Source: an optimization exercise on an open RTL-to-GDS flow (aim: a short achievable clock period and few clock cycles). Production flows keep margins and buffers that such runs may drop. In this exercise RTL edits were held to simulation tests only and were not proved equivalent to the original.

## MIPS_CPU
module MIPS_CPU(
	input rst, Go, clk,
	output [31:0] Leddata, Count_cycle, Count_branch, Count_jmp,
	input [4:0] probe,
	output [31:0] mem_probe,
	output [9:0] imem_addr,
	input [31:0] imem_data,
	output halted
    );
Size in the first run: roughly 210 I/O pins, ~0.41 mm^2 of cells after synthesis.
==> flow/config.mk <==
export PLATFORM = sky130hd
export DESIGN_NAME = MIPS_CPU
export DESIGN_NICKNAME = MIPS_CPU
export VERILOG_FILES = /design/flow/design.v
export SDC_FILE = /design/flow/constraint.sdc
export NUM_CORES = 8
export LEC_CHECK = 0
export CAP_MARGIN = 40
export CORE_MARGIN = 2
export CORE_UTILIZATION = 25
export PLACE_DENSITY = 0.45
export SETUP_SLACK_MARGIN = 4.5
export SLEW_MARGIN = 40
export SYNTH_HIERARCHICAL = 1
export SYNTH_MINIMUM_KEEP_SIZE = 0
export TNS_END_PERCENT = 100
==> flow/constraint.sdc <==
create_clock -name core_clock -period 10.0 [get_ports {clk}]
set_input_delay 2.0000 -clock core_clock [delete_from_list [all_inputs] [get_ports {clk}]]
set_output_delay 2.0000 -clock core_clock [all_outputs]
set_load 0.01 [all_outputs]
run.sh (not shown) runs the stock make flow with config.mk's settings and CLKGATE_MAP_FILE= SYNTH_SCRIPT=/design/flow/synth_recipe.tcl, a recipe that flattens the netlist after the stock synthesis.
The baseline finished but fails on slew limit.
Testbench counts at the start, summed over its fixed seeds: cycles 58,555.
Next try:
--- a/flow/design.v
+++ b/flow/design.v
@@ -464,21 +464,21 @@
 	wire ch = (gs == 1) ? chain1 : (gs == 2) ? chain2 : 1'b0;
 	wire ra = (gs == 1) ? resA1 : (gs == 2) ? resA2 : 1'b0;
 	wire g1 = (gs == 1) ? rf_g1[0] : rf_g1[(gs == 2) ? 1 : 0];
 	wire gz = ra ? g1 : (sa[gs][0] & ~ch) ? rf_gz[gs] : IR[gs][15];
 	assign cb[gs] = beq[gs] | bne[gs] | bgtz[gs];
 	assign pt[gs] = bne[gs] | (beq[gs] & IR[gs][15]) | (bgtz[gs] & gz);    
 	assign taken[gs] = cb[gs] & pt[gs];
 	assign endg[gs] = syscall[gs] | is_jump[gs] | taken[gs];    
 end endgenerate
 wire iss1 = I1_valid & ~endg[0] & ~syscall[1] & ~(memwrite[0] & is_mem[1]) & (~dep01 | chain1);
-wire iss2 = 1'b0 & iss1 & ~chain1 & I2_valid & ~endg[1] & ~syscall[2] &
+wire iss2 = iss1 & ~chain1 & I2_valid & ~endg[1] & ~syscall[2] &
 	~((memwrite[0] | memwrite[1]) & is_mem[2]) & ~dep02 & (~dep12 | chain2);
 wire [2:0] ex = {iss2, iss1, 1'b1} & {3{~misx}};
 reg        ras_v, jb_v;
 reg [31:0] ras;
 reg [9:0]  jb_pc;             
 reg [31:0] jb_t;
 wire [31:0] jrp [0:2];
 wire [31:0] bt [0:2];
 wire [31:0] seq [0:2];
 generate for (gs = 0; gs < 3; gs = gs + 1) begin : g_npc
@@ -551,21 +551,21 @@
 		if (taken[0]) sel3(5);
 		else if (~is_jump[0]) sel3(0);
 	end
 end
 always @(posedge clk or posedge rst) begin
 	if (rst) begin
 		I0_valid <= 1'b0; I1_valid <= 1'b0; I2_valid <= 1'b0;
 	end else begin
 		I0_valid <= n0_v;
 		I1_valid <= n1_v;
-		I2_valid <= 1'b0;
+		I2_valid <= n1_v & n2_v;
 	end
 end
 always @(posedge clk) begin
 	I0_word <= n0_w;
 	I1_word <= n1_w;
 	I2_word <= n2_w;
 end
 wire [9:0] pf_base = run ? pcw + 10'd3 : pcw;
 wire [9:0] pf_diff = PF - pf_base;
 wire pf_reset = pf_diff[9] | (pf_diff > 10'd40);
Effect: The changed run finished but failed the layout checks on antenna rules, slew limit. Worst setup slack loses 0.060 ns. Via count went up by 16%. Final area is higher by 12%. Fmax came out lower by 0.96%. Synthesized area is higher by 14%. Utilization decreases by 0.40 points. Global-route usage decreases by 0.93 points. Die area rises by 14%. Synthesized cell count climbs by 14%.
Testbench counts after the change, summed over its fixed seeds: cycles 51,789.

--- another note on this design; it stands on its own ---

## MIPS_CPU
module MIPS_CPU(
	input rst, Go, clk,
	output [31:0] Leddata, Count_cycle, Count_branch, Count_jmp,
	input [4:0] probe,
	output [31:0] mem_probe,
	output [9:0] imem_addr,
	input [31:0] imem_data,
	output halted
    );
Size: roughly 41000 cells after synthesis, ~210 I/O pins.
make LEC_CHECK=0 CAP_MARGIN=50 CORE_MARGIN=2 CORE_UTILIZATION=22 PLACE_DENSITY=0.45 SETUP_SLACK_MARGIN=4.5 SLEW_MARGIN=70 SYNTH_HIERARCHICAL=1 SYNTH_MINIMUM_KEEP_SIZE=0 TNS_END_PERCENT=100 finish   # period 10.0 ns
run.sh (not shown) runs the stock make flow with config.mk's settings and CLKGATE_MAP_FILE= SYNTH_SCRIPT=/design/flow/synth_recipe.tcl, a recipe that flattens the netlist after the stock synthesis.
Testbench counts at the start, summed over its fixed seeds: cycles 52,048.
Next try:
CORE_UTILIZATION = 25   (was 22)
PLACE_DENSITY = 0.55   (was 0.45)
Result: The changed run stopped in 5_2_route; global-route usage rose by 1.9 points; synthesized cell count is unchanged; synthesized area does not change.
Next try:
PLACE_DENSITY = 0.4   (was 0.55)
Effect: This time the run produced a clean layout; area after synthesis is unchanged; synthesized cell count is unchanged; global-route usage climbs by 4.1 points.
Next try:
PLACE_DENSITY = 0.45   (was 0.4)
SETUP_SLACK_MARGIN = 5   (was 4.5)
What happened: The changed run passed the timing, design-rule and antenna checks; via count went up by 3.8%; final area rose by 4.4%; fmax shrinks by 2.9%; clock-buffer cell count drops by 15; global-route usage rises by 0.57 points; sequential share of layout area decreases by 0.84 points; wire length rises by 2.5%; synthesized cell count does not change; flip-flop and latch count stays the same.

## re-timing with driven ports
How much do the figures lean on ideal ports? The routed layouts below were timed once more, with nothing changed but the port constraints. Step 1 (the two cells are an assumption about what drives the block):
set clk [get_ports {clk}]
set_driving_cell -lib_cell sky130_fd_sc_hd__clkbuf_16 $clk
set_driving_cell -lib_cell sky130_fd_sc_hd__buf_2 [delete_from_list [all_inputs] $clk]
Step 2 moves the port delays by t, midway between the first and last clock arrival at a register: inputs arrive t later, outputs are due t later. That takes back most of the time a late clock gives input paths. Slacks: ideal / step 1 / step 2; pairs: ideal / step 1.
run	t (ns)	setup slack, ns	hold WS [ns]
the first run of note 1	1.401	3.769 / 3.557 / 2.530	0.479 / 0.479 / 0.479
the second run of note 1	1.527	3.709 / 3.478 / 2.365	0.474 / 0.474 / 0.474
the first run of note 2	1.423	3.654 / 3.611 / 2.188	0.482 / 0.482 / 0.482
the third run of note 2	1.438	3.943 / 3.829 / 2.496	0.450 / 0.450 / 0.450
the fourth run of note 2	1.527	3.760 / 3.760 / 2.388	0.478 / 0.478 / 0.478
The setup slack of the first run of note 2, which loses most, moves by -0.043 ns with the drivers and by -1.466 ns with both steps.
